This is an optimization exercise on Yosys and OpenROAD, whose aim is small area, a short achievable clock period and few clock cycles, not a production implementation.
Function was checked by simulation only, so behaviour that the tests miss may differ from the original.

Setup of 06-14:
==> flow/design.v <==
module divider (
    input div_clk, reset,
    input div,
    input div_signed,
    input [31:0] x, y,
    input use_mod,
    output [31:0] div_result,
    output div_ok
);
    localparam IDLE = 2'd0, NORM = 2'd1, ITER = 2'd2, DONE = 2'd3;
    reg  [1:0]  state;
    reg         done;
    reg  [32:0] V;       
    reg  [32:0] D;       
    reg  [31:0] A;       
    reg         xneg, qneg, mod, sub;
    assign div_ok     = done;
    assign div_result = A;
    wire        sx = div_signed & x[31];
    wire        sy = div_signed & y[31];
    wire [31:0] xu = sx ? {~x[30:0], 1'b1} : x;
    wire [31:0] yu = sy ? {~y[31:1], 1'b1} : y;      
    wire [5:0]  xz_in, yz_in;
    wire        xall0, yall0;
    lzc32 lzx (.a(xu), .z(xz_in), .all0(xall0));
    lzc32 lzy (.a(yu), .z(yz_in), .all0(yall0));
    reg  [5:0]  ncx, cy;   
    wire [6:0]  dd = {1'b0, cy} + {1'b1, ncx} + 7'd1;   
    wire        trivial = dd[6] | cy[5];      
    wire [32:0] s1  = dd[0] ? {D[31:0],   sub}        : D;
    wire [32:0] s2  = dd[1] ? {s1[30:0],  {2{sub}}}   : s1;
    wire [32:0] s3  = dd[2] ? {s2[28:0],  {4{sub}}}   : s2;
    wire [32:0] s4  = dd[3] ? {s3[24:0],  {8{sub}}}   : s3;
    wire [32:0] Dsh = dd[4] ? {s4[16:0],  {16{sub}}}  : s4;
    wire        fast;
    msb_less lt (.a(xu), .b(yu), .lt(fast));
    wire [33:0] Tc = {1'b0, V[31:0], 1'b1} + {1'b0, D[31:0], sub};
    wire        c32 = Tc[33];
    wire [32:0] T = {V[32] ^ D[32] ^ c32, Tc[32:1]};
    wire [32:0] zs = (V ^ D) ^ {(V[31:0] | D[31:0]), 1'b0};
    wire        Z  = sub ? (V == ~D) : ~|zs;
    wire        acc = xneg ? ((V[32] ^ c32) | Z) : c32;
    always @(posedge div_clk) begin
        if (reset) begin
            state <= IDLE;
            done  <= 1'b0;
        end else begin
            case (state)
                IDLE: if (div) begin
                          if (fast) begin
                              state <= DONE;
                              done  <= 1'b1;
                          end else
                              state <= NORM;
                      end
                NORM: if (trivial) begin
                          state <= DONE;
                          done  <= 1'b1;
                      end else
                          state <= ITER;
                ITER: if (cy[4:0] == 5'd0) begin
                          state <= DONE;
                          done  <= 1'b1;
                      end
                DONE: begin
                          state <= IDLE;
                          done  <= 1'b0;
                      end
            endcase
        end
    end
    always @(posedge div_clk) begin
        xneg <= div_signed & x[31];
        sub  <= ~(div_signed & (x[31] ^ y[31]));
        mod  <= use_mod;
        ncx  <= ~xz_in;
        case (state)
            IDLE: begin
                V    <= {div_signed & x[31], x};
                D    <= {div_signed & y[31], y} ^ {33{~(div_signed & (x[31] ^ y[31]))}};
                qneg <= div_signed & (x[31] ^ y[31]);
                cy   <= yz_in;
                A    <= use_mod ? x : 32'd0;
            end
            NORM: begin
                if (qneg & acc) V <= T;
                qneg <= qneg & acc;
                if (mod) begin
                    if (qneg & acc) A <= T[31:0];
                end else
                    A <= {32{qneg & acc}};
                D   <= Dsh;
                cy  <= {1'b0, dd[4:0]};
            end
            default: begin
                if (acc) V <= T;
                if (mod) begin
                    if (acc) A <= T[31:0];
                end else
                    A <= {A[30:0], acc ^ qneg};
                D   <= {D[32], D[32:1]};
                cy  <= cy - 6'd1;
            end
        endcase
    end
endmodule
module lzc32 (
    input  [31:0] a,
    output [5:0]  z,
    output        all0
);
    wire [15:0] v1; wire [15:0] c1;           
    wire [7:0]  v2; wire [15:0] c2;           
    wire [3:0]  v3; wire [11:0] c3;           
    wire [1:0]  v4; wire [7:0]  c4;           
    genvar i;
    generate
        for (i = 0; i < 16; i = i + 1) begin : g1
            assign v1[i] = a[2*i+1] | a[2*i];
            assign c1[i] = ~a[2*i+1];
        end
        for (i = 0; i < 8; i = i + 1) begin : g2
            assign v2[i] = v1[2*i+1] | v1[2*i];
            assign c2[2*i+1:2*i] = v1[2*i+1] ? {1'b0, c1[2*i+1]} : {1'b1, c1[2*i]};
        end
        for (i = 0; i < 4; i = i + 1) begin : g3
            assign v3[i] = v2[2*i+1] | v2[2*i];
            assign c3[3*i+2:3*i] = v2[2*i+1] ? {1'b0, c2[4*i+3:4*i+2]} : {1'b1, c2[4*i+1:4*i]};
        end
        for (i = 0; i < 2; i = i + 1) begin : g4
            assign v4[i] = v3[2*i+1] | v3[2*i];
            assign c4[4*i+3:4*i] = v3[2*i+1] ? {1'b0, c3[6*i+5:6*i+3]} : {1'b1, c3[6*i+2:6*i]};
        end
    endgenerate
    assign all0 = ~(v4[1] | v4[0]);
    assign z = all0 ? 6'd32 : (v4[1] ? {2'b00, c4[7:4]} : {2'b01, c4[3:0]});
endmodule
module msb_less (
    input  [31:0] a, b,
    output        lt
);
    wire [15:0] a1, b1, l1;
    wire [7:0]  a2, b2, l2;
    wire [3:0]  a3, b3, l3;
    wire [1:0]  a4, b4, l4;
    genvar i;
    generate
        for (i = 0; i < 16; i = i + 1) begin : g1
            assign a1[i] = a[2*i+1] | a[2*i];
            assign b1[i] = b[2*i+1] | b[2*i];
            assign l1[i] = (a[2*i+1] | b[2*i+1]) ? ~a[2*i+1] : (b[2*i] & ~a[2*i]);
        end
        for (i = 0; i < 8; i = i + 1) begin : g2
            assign a2[i] = a1[2*i+1] | a1[2*i];
            assign b2[i] = b1[2*i+1] | b1[2*i];
            assign l2[i] = (a1[2*i+1] | b1[2*i+1]) ? l1[2*i+1] : l1[2*i];
        end
        for (i = 0; i < 4; i = i + 1) begin : g3
            assign a3[i] = a2[2*i+1] | a2[2*i];
            assign b3[i] = b2[2*i+1] | b2[2*i];
            assign l3[i] = (a2[2*i+1] | b2[2*i+1]) ? l2[2*i+1] : l2[2*i];
        end
        for (i = 0; i < 2; i = i + 1) begin : g4
            assign a4[i] = a3[2*i+1] | a3[2*i];
            assign b4[i] = b3[2*i+1] | b3[2*i];
            assign l4[i] = (a3[2*i+1] | b3[2*i+1]) ? l3[2*i+1] : l3[2*i];
        end
    endgenerate
    assign lt = (a4[1] | b4[1]) ? l4[1] : l4[0];
endmodule
export LEC_CHECK = 0
export ABC_AREA = 1
export CAP_MARGIN = 20
export CORE_MARGIN = 2
export CORE_UTILIZATION = 40
export CTS_BUF_LIST = sky130_fd_sc_hd__clkbuf_8
export CTS_CLUSTER_SIZE = 25
export SETUP_SLACK_MARGIN = 4.7
export SLEW_MARGIN = 20
create_clock -name core_clock -period 8.0 [get_ports {div_clk}]
standard.sh (not shown) runs the stock make flow with config.mk's settings and CLKGATE_MAP_FILE= SYNTH_SCRIPT=/design/flow/synth_recipe.tcl, a recipe that flattens the netlist after the stock synthesis.
==> flow/flow/run.sh <==
#!/bin/bash
# The standard layout, with the ports buffered by buf_4 cells instead of
# the delay cells buffer_ports picks by default. Each step's output goes to a
# log of its own.
set -euo pipefail
bash standard.sh synth > synth.log 2>&1
bash standard.sh 'BUFFER_PORTS_ARGS=-buffer_cell sky130_fd_sc_hd__buf_4' finish > layout.log 2>&1
06-14 | stages: all done | timing, DRC, antenna: all pass
Testbench counts of 06-14, summed over its fixed seeds: cycles 30,551.
Modified inputs, 04-16 compared to 06-14
-- flow/config.mk --
<<< 06-14, line 10
export CORE_MARGIN = 2
export CORE_UTILIZATION = 40
export CTS_BUF_LIST = sky130_fd_sc_hd__clkbuf_8
export CTS_CLUSTER_SIZE = 25
export SETUP_SLACK_MARGIN = 4.7
export SLEW_MARGIN = 20
>>> 04-16, line 10
export CORE_MARGIN = 2
export CORE_UTILIZATION = 40
export SETUP_SLACK_MARGIN = 4.5
export SLEW_MARGIN = 20
Diff 06-14 -> 04-16: number of cells on the critical path now larger; count of buffers not belonging to the clock network in the layout lost 7. Higher detailed-routing iteration count for the pre-antenna-repair pass among 06-14 and 04-16: 06-14.

==> static timing again, ports no longer ideal <==
No port has a modelled driver above. Below, the same layouts with a new extraction and two added sets of constraints.
Step 1, drivers: a clkbuf_16 drives div_clk and a buf_2 each remaining input, both assumed.
Step 2 times the ports against the registers' clock, not the clock port: input delays grow and output delays shrink by t, the midpoint of the rising clock arrivals with the driver on.
a / b / c = ideal / step 1 / step 2; a / b = the first two.
run | t, ns | setup WS [ns] | worst hold slack (ns)
06-14 | 0.504 | 4.770 / 4.781 / 4.277 | 0.491 / 0.491 / 0.491
04-16 | 0.476 | 4.595 / 4.595 / 4.174 | 0.485 / 0.485 / 0.485
After both steps every run listed still meets setup and hold. For 06-14, which loses most, drivers alone change the setup slack by +0.011 ns; drivers and shift together by -0.493 ns.
